Context: an optimization exercise on an open-source flow, tuned for small area and a short achievable clock period. The choices shown serve that exercise and are no tape-out recipe.
Function was checked by simulation only, so behaviour that the tests miss may differ from the original.
Power is estimated from default activity; no workload was simulated.

Design lru_cache_4way, start of the top module:
module lru_cache_4way #(
    parameter DEPTH       = 32,     
    parameter WAYS        = 4,      
    parameter TAG_BITS    = 31,
    parameter BLOCK_SIZE  = 8
)(
    input  logic clk,
    input  logic rst_n,
    input  logic wr_en,
    input  logic rd_en,
    input  logic [31:0] addr,               
    input  logic [BLOCK_SIZE-1:0] data_in,
    output logic [BLOCK_SIZE-1:0] data_out,
    output logic [BLOCK_SIZE-1:0] data_evicted,
    output logic                  data_evict_en
);
    localparam NUM_SETS   = DEPTH / WAYS;    
    localparam INDEX_BITS = $clog2(NUM_SETS);
    localparam WAY_BITS   = $clog2(WAYS);
    localparam STAG_BITS  = 32 - INDEX_BITS;   
    function automatic logic gt2(input logic [1:0] a, input logic [1:0] b);
        gt2 = (a[1] & ~b[1]) | ((a[1] | ~b[1]) & a[0] & ~b[0]);
    endfunction
    function automatic logic [1:0] inc2(input logic [1:0] a);
        inc2 = {a[1] ^ a[0], ~a[0]};
    endfunction
    logic [STAG_BITS-1:0]  line_tag   [NUM_SETS-1:0][WAYS-1:0];
    logic [BLOCK_SIZE-1:0] line_value [NUM_SETS-1:0][WAYS-1:0];
    logic                  line_valid [NUM_SETS-1:0][WAYS-1:0];
    logic [WAY_BITS-1:0]   line_lru   [NUM_SETS-1:0][WAYS-1:0];   
    logic                  pend;        
    logic                  pend_miss;   
  ...
export LEC_CHECK = 0
export CAP_MARGIN = 20
export CORE_MARGIN = 2
export CORE_UTILIZATION = 60
export CTS_CLUSTER_DIAMETER = 80
export CTS_CLUSTER_SIZE = 25
export GPL_ROUTABILITY_DRIVEN = 0
export PLACE_DENSITY = 0.75
export SETUP_SLACK_MARGIN = 3.0
export SLEW_MARGIN = 20
export SYNTH_HIERARCHICAL = 1
export TNS_END_PERCENT = 0
create_clock -name core_clock -period 5.6 [get_ports {clk}]
standard.sh (not shown) runs the stock make flow with config.mk's settings and CLKGATE_MAP_FILE= SYNTH_SCRIPT=/design/flow/synth_recipe.tcl, a recipe that flattens the netlist after the stock synthesis.
==> flow/flow/run.sh <==
#!/bin/bash
# Standard ORFS layout with two resizer settings changed: the port buffers are
# buf_4 cells, and timing repair may swap a cell for one of another footprint.
set -euo pipefail
cd "$(dirname "$0")/.."
bash standard.sh synth > synth.log 2>&1
bash standard.sh MATCH_CELL_FOOTPRINT=0 "BUFFER_PORTS_ARGS=-buffer_cell sky130_fd_sc_hd__buf_4" finish > layout.log 2>&1
The baseline completed with no timing, DRC or antenna violations.
Change:
Settings changed: CORE_UTILIZATION 60 to 55.
The changed run completed with no timing, DRC or antenna violations; synthesized cell count stays the same; final area goes up by 0.56%; power came out higher by 0.79%; first-iteration DRC count went up by 3.1%; global-route usage drops by 2.7 points; area after synthesis stays the same; clock skew increases by 0.013 ns; sequential share of layout area went down by 0.28 points.
Change:
Settings changed: CORE_UTILIZATION 55 to 60, GPL_ROUTABILITY_DRIVEN 0 to not set.
Design area decreases by 0.87%.
Via count went down by 1.1%.
Clock power fell by 4.0%.
Power is lower by 0.82%.
Die area falls by 8.2%.
Final cell count goes down by 2.3%.
Wire length came out lower by 1.0%.
Non-clock buffer count shrinks by 17.
Worst setup slack is better by 0.077 ns.

---

The RTL this note starts from:
==> flow/design.v <==
module lru_cache_4way #(
    parameter DEPTH       = 32,     
    parameter WAYS        = 4,      
    parameter TAG_BITS    = 31,
    parameter BLOCK_SIZE  = 8
)(
    input  logic clk,
    input  logic rst_n,
    input  logic wr_en,
    input  logic rd_en,
    input  logic [31:0] addr,               
    input  logic [BLOCK_SIZE-1:0] data_in,
    output logic [BLOCK_SIZE-1:0] data_out,
    output logic [BLOCK_SIZE-1:0] data_evicted,
    output logic                  data_evict_en
);
    localparam NUM_SETS   = DEPTH / WAYS;    
    localparam INDEX_BITS = $clog2(NUM_SETS);
    localparam WAY_BITS   = $clog2(WAYS);
    localparam STAG_BITS  = 32 - INDEX_BITS;   
    function automatic logic gt2(input logic [1:0] a, input logic [1:0] b);
        gt2 = (a[1] & ~b[1]) | ((a[1] | ~b[1]) & a[0] & ~b[0]);
    endfunction
    function automatic logic [1:0] inc2(input logic [1:0] a);
        inc2 = {a[1] ^ a[0], ~a[0]};
    endfunction
    logic [STAG_BITS-1:0]  line_tag   [NUM_SETS-1:0][WAYS-1:0];
    logic [BLOCK_SIZE-1:0] line_value [NUM_SETS-1:0][WAYS-1:0];
    logic                  line_valid [NUM_SETS-1:0][WAYS-1:0];
    logic [WAY_BITS-1:0]   line_lru   [NUM_SETS-1:0][WAYS-1:0];   
    logic                  pend;        
    logic                  pend_miss;   
    logic                  pend_acc;    
    logic [INDEX_BITS-1:0] pend_set;
    logic [WAYS-1:0]       pend_way;    
    logic [STAG_BITS-1:0]  pend_tag;    
    logic [BLOCK_SIZE-1:0] pend_value;
    logic [INDEX_BITS-1:0] idx;
    logic [STAG_BITS-1:0]  atag;
    assign idx  = addr[INDEX_BITS-1:0];
    assign atag = addr[31:INDEX_BITS];
    logic [NUM_SETS-1:0] sdec;
    always_comb
        for (int s = 0; s < NUM_SETS; s++)
            sdec[s] = (idx == s[INDEX_BITS-1:0]);
    logic [STAG_BITS-1:0]  set_tag   [WAYS-1:0];
    logic [BLOCK_SIZE-1:0] set_value [WAYS-1:0];
    logic                  set_valid [WAYS-1:0];
    logic [WAY_BITS-1:0]   set_lru   [WAYS-1:0];
    localparam LINE_BITS = WAY_BITS + 1 + BLOCK_SIZE + STAG_BITS;
    for (genvar w = 0; w < WAYS; w++) begin : g_read
        logic [NUM_SETS*LINE_BITS-1:0] lines;
        logic [LINE_BITS-1:0]          rd;
        for (genvar s = 0; s < NUM_SETS; s++) begin : g_set
            assign lines[s*LINE_BITS +: LINE_BITS] =
                {line_lru[s][w], line_valid[s][w], line_value[s][w], line_tag[s][w]};
        end
        logic [NUM_SETS-1:0] wdec;    
        lru_cache_dec #(.N(INDEX_BITS)) u_dec (.a(idx), .y(wdec));
        lru_cache_onehot_mux #(.N(NUM_SETS), .W(LINE_BITS)) u_mux (
            .sel(wdec), .d(lines), .y(rd));
        assign {set_lru[w], set_valid[w], set_value[w], set_tag[w]} = rd;
    end
    logic            pend_hit_set;
    logic [WAYS-1:0] byp;
    assign pend_hit_set = pend & (pend_set == idx);
    assign byp = {WAYS{pend_hit_set}} & pend_way;
    logic                lk_valid [WAYS-1:0];
    logic [WAY_BITS-1:0] lk_lru   [WAYS-1:0];
    logic                lru_byp;
    assign lru_byp = pend_acc & (pend_set == idx);
    always_comb
        for (int w = 0; w < WAYS; w++) begin
            lk_valid[w] = set_valid[w] | (byp[w] & pend_miss);
            if (lru_byp)
                lk_lru[w] = pend_way[w] ? WAY_BITS'(w) : inc2(set_lru[w] ^ WAY_BITS'(w)) ^ WAY_BITS'(w);
            else
                lk_lru[w] = set_lru[w];
        end
    logic            pend_eq;
    logic [WAYS-1:0] line_eq, hv;
    logic hit;
    assign pend_eq = (pend_tag == atag);
    always_comb
        for (int w = 0; w < WAYS; w++) begin
            line_eq[w] = (set_tag[w] == atag);
            hv[w] = lk_valid[w] && (byp[w] ? pend_eq : line_eq[w]);
        end
    assign hit = |hv;
    logic [BLOCK_SIZE-1:0] eff_value [WAYS-1:0];
    always_comb
        for (int w = 0; w < WAYS; w++)
            eff_value[w] = byp[w] ? pend_value : set_value[w];
    logic [WAY_BITS-1:0] L [WAYS-1:0];
    always_comb
        for (int w = 0; w < WAYS; w++)
            L[w] = lk_lru[w] ^ WAY_BITS'(w);
    logic [WAYS-1:0] lv;
    always_comb
        for (int w = 0; w < WAYS; w++) begin
            lv[w] = 1'b1;
            for (int j = 0; j < WAYS; j++) begin
                if (j < w && !gt2(L[w], L[j])) lv[w] = 1'b0;
                if (j > w &&  gt2(L[j], L[w])) lv[w] = 1'b0;
            end
        end
    logic [WAYS-1:0] sel;
    assign sel = hit ? hv : lv;
    logic [BLOCK_SIZE-1:0] hit_value, lru_value;
    logic                  lru_valid;
    always_comb begin
        hit_value = '0;
        lru_value = '0;
        lru_valid = 1'b0;
        for (int w = 0; w < WAYS; w++) begin
            hit_value = hit_value | ({BLOCK_SIZE{hv[w]}} & eff_value[w]);
            lru_value = lru_value | ({BLOCK_SIZE{lv[w]}} & eff_value[w]);
            lru_valid = lru_valid | (lv[w] & lk_valid[w]);
        end
    end
    logic acc, evict;
    assign acc   = wr_en | (rd_en & hit);
    assign evict = wr_en & ~hit & lru_valid;
    always_ff @(posedge clk or negedge rst_n) begin
        if (!rst_n) begin
            data_out      <= '0;
            data_evicted  <= '0;
            data_evict_en <= 1'b0;
        end else begin
            data_out      <= (wr_en | rd_en) ? hit_value : '0;
            data_evicted  <= evict ? lru_value : '0;
            data_evict_en <= evict;
        end
    end
    always_ff @(posedge clk or negedge rst_n) begin
        if (!rst_n) begin
            for (int s = 0; s < NUM_SETS; s++)
                for (int w = 0; w < WAYS; w++) begin
                    line_valid[s][w] <= 1'b0;
                    line_lru[s][w]   <= '0;
                end
            pend      <= 1'b0;
            pend_miss <= 1'b0;
            pend_acc  <= 1'b0;
        end else begin
            for (int s = 0; s < NUM_SETS; s++)
                for (int w = 0; w < WAYS; w++)
                    if (pend_set == s[INDEX_BITS-1:0]) begin
                        if (pend_acc) begin
                            if (pend_way[w]) line_lru[s][w] <= WAY_BITS'(w);
                            else             line_lru[s][w] <= inc2(line_lru[s][w] ^ WAY_BITS'(w)) ^ WAY_BITS'(w);
                        end
                        if (pend_miss && pend_way[w]) line_valid[s][w] <= 1'b1;
                    end
            pend      <= wr_en;
            pend_miss <= wr_en & ~hit;
            pend_acc  <= acc;
        end
    end
    always_ff @(posedge clk) begin
        pend_set   <= idx;
        pend_way   <= sel;
        pend_tag   <= atag;
        pend_value <= data_in;
    end
    for (genvar s = 0; s < NUM_SETS; s++) begin : g_wset
        for (genvar w = 0; w < WAYS; w++) begin : g_wway
            logic wen;
            logic [BLOCK_SIZE+STAG_BITS-1:0] nxt;
            assign wen = pend && (pend_set == s[INDEX_BITS-1:0]) && pend_way[w];
            lru_cache_hold #(.W(BLOCK_SIZE+STAG_BITS)) u_hold (
                .q({line_value[s][w], line_tag[s][w]}), .d({pend_value, pend_tag}),
                .en(wen), .en_n(~wen), .y(nxt));
            always_ff @(posedge clk)
                {line_value[s][w], line_tag[s][w]} <= nxt;
        end
    end
endmodule
module lru_cache_onehot_mux #(
    parameter N = 8,
    parameter W = 40
)(
    input  logic [N-1:0]   sel,
    input  logic [N*W-1:0] d,
    output logic [W-1:0]   y
);
    always_comb begin
        y = '0;
        for (int i = 0; i < N; i++)
            y = y | ({W{sel[i]}} & d[i*W +: W]);
    end
endmodule
module lru_cache_hold #(
    parameter W = 37
)(
    input  logic [W-1:0] q,
    input  logic [W-1:0] d,
    input  logic         en,
    input  logic         en_n,
    output logic [W-1:0] y
);
    assign y = (q & {W{en_n}}) | (d & {W{en}});
endmodule
module lru_cache_dec #(
    parameter N = 3
)(
    input  logic [N-1:0]      a,
    output logic [(1<<N)-1:0] y
);
    always_comb
        for (int i = 0; i < (1 << N); i++)
            y[i] = (a == i[N-1:0]);
endmodule
==> flow/config.mk <==
export PLATFORM = sky130hd
export DESIGN_NAME = lru_cache_4way
export DESIGN_NICKNAME = lru_cache_4way
export VERILOG_FILES = /design/flow/design.v
export SDC_FILE = /design/flow/constraint.sdc
export NUM_CORES = 4
export LEC_CHECK = 0
export CAP_MARGIN = 20
export CORE_MARGIN = 2
export CORE_UTILIZATION = 60
export CTS_CLUSTER_DIAMETER = 80
export CTS_CLUSTER_SIZE = 25
export SETUP_SLACK_MARGIN = 3.0
export SLEW_MARGIN = 20
export SYNTH_HIERARCHICAL = 1
export TNS_END_PERCENT = 0
==> flow/constraint.sdc <==
create_clock -name core_clock -period 5.6 [get_ports {clk}]
set_input_delay 1.1200 -clock core_clock [delete_from_list [all_inputs] [get_ports {clk}]]
set_output_delay 1.1200 -clock core_clock [all_outputs]
set_load 0.01 [all_outputs]
Scripts as last shown in full above: flow/flow/run.sh
Edit:
- TNS_END_PERCENT: 0 -> not set
Outcome:
- The new run went through all stages and came out clean
- wire length climbs by a few percent
- design area goes up by a few percent
- core utilization grows by 2.9 points
- synthesized cell count stays the same
- die area is unchanged
- sequential cell count stays the same
- sequential power barely changes
- clock power climbs slightly
- critical path depth fell by 2
Edit:
- PLACE_DENSITY: not set -> 0.85
- TNS_END_PERCENT: not set -> 0
Worst setup slack loses 0.099 ns.
Power goes down by about 1.5%.
Cell count goes down by 1.8%.
Edit:
- CORE_UTILIZATION: 60 -> 65
- PLACE_DENSITY: 0.85 -> 0.75
- power hardly moves
- first-iteration DRC count goes down by about a fifth
- sequential share of layout area hardly moves

-- static timing again, ports no longer ideal --
How much do the figures lean on ideal ports? The routed layouts below were timed once more, with nothing changed but the port constraints. Step 1: set_driving_cell puts a clkbuf_16 on clk and a buf_2 on each other input, an assumption about the parent block. Step 2 adds t to the input delays and takes it off the output delays; t is the mean of the earliest and latest rising clock arrival at the registers after step 1. Input paths then give back, and output paths get back, about the clock's delay inside the block. a / b / c = no drivers / after step 1 / after step 2; a / b = the first two.
run | t (ns) | setup slack, ns | worst setup path after step 2
the first run of note 1 | 0.758 | 2.072 / 1.864 / 1.107 | input to register
the second run of note 1 | 0.728 | 1.899 / 1.610 / 0.882 | input to register
the third run of note 1 | 0.746 | 1.976 / 1.764 / 1.017 | input to register
the first run of note 2 | 0.786 | 1.973 / 1.794 / 1.008 | input to register
the second run of note 2 | 0.778 | 2.107 / 1.888 / 1.110 | input to register
the third run of note 2 | 0.760 | 2.008 / 1.688 / 0.928 | input to register
the fourth run of note 2 | 0.763 | 1.998 / 1.654 / 0.891 | input to register
After both steps setup and hold are still met in every run listed. For the fourth run of note 2, which loses most, drivers alone change the setup slack by -0.344 ns; drivers and shift together by -1.107 ns.
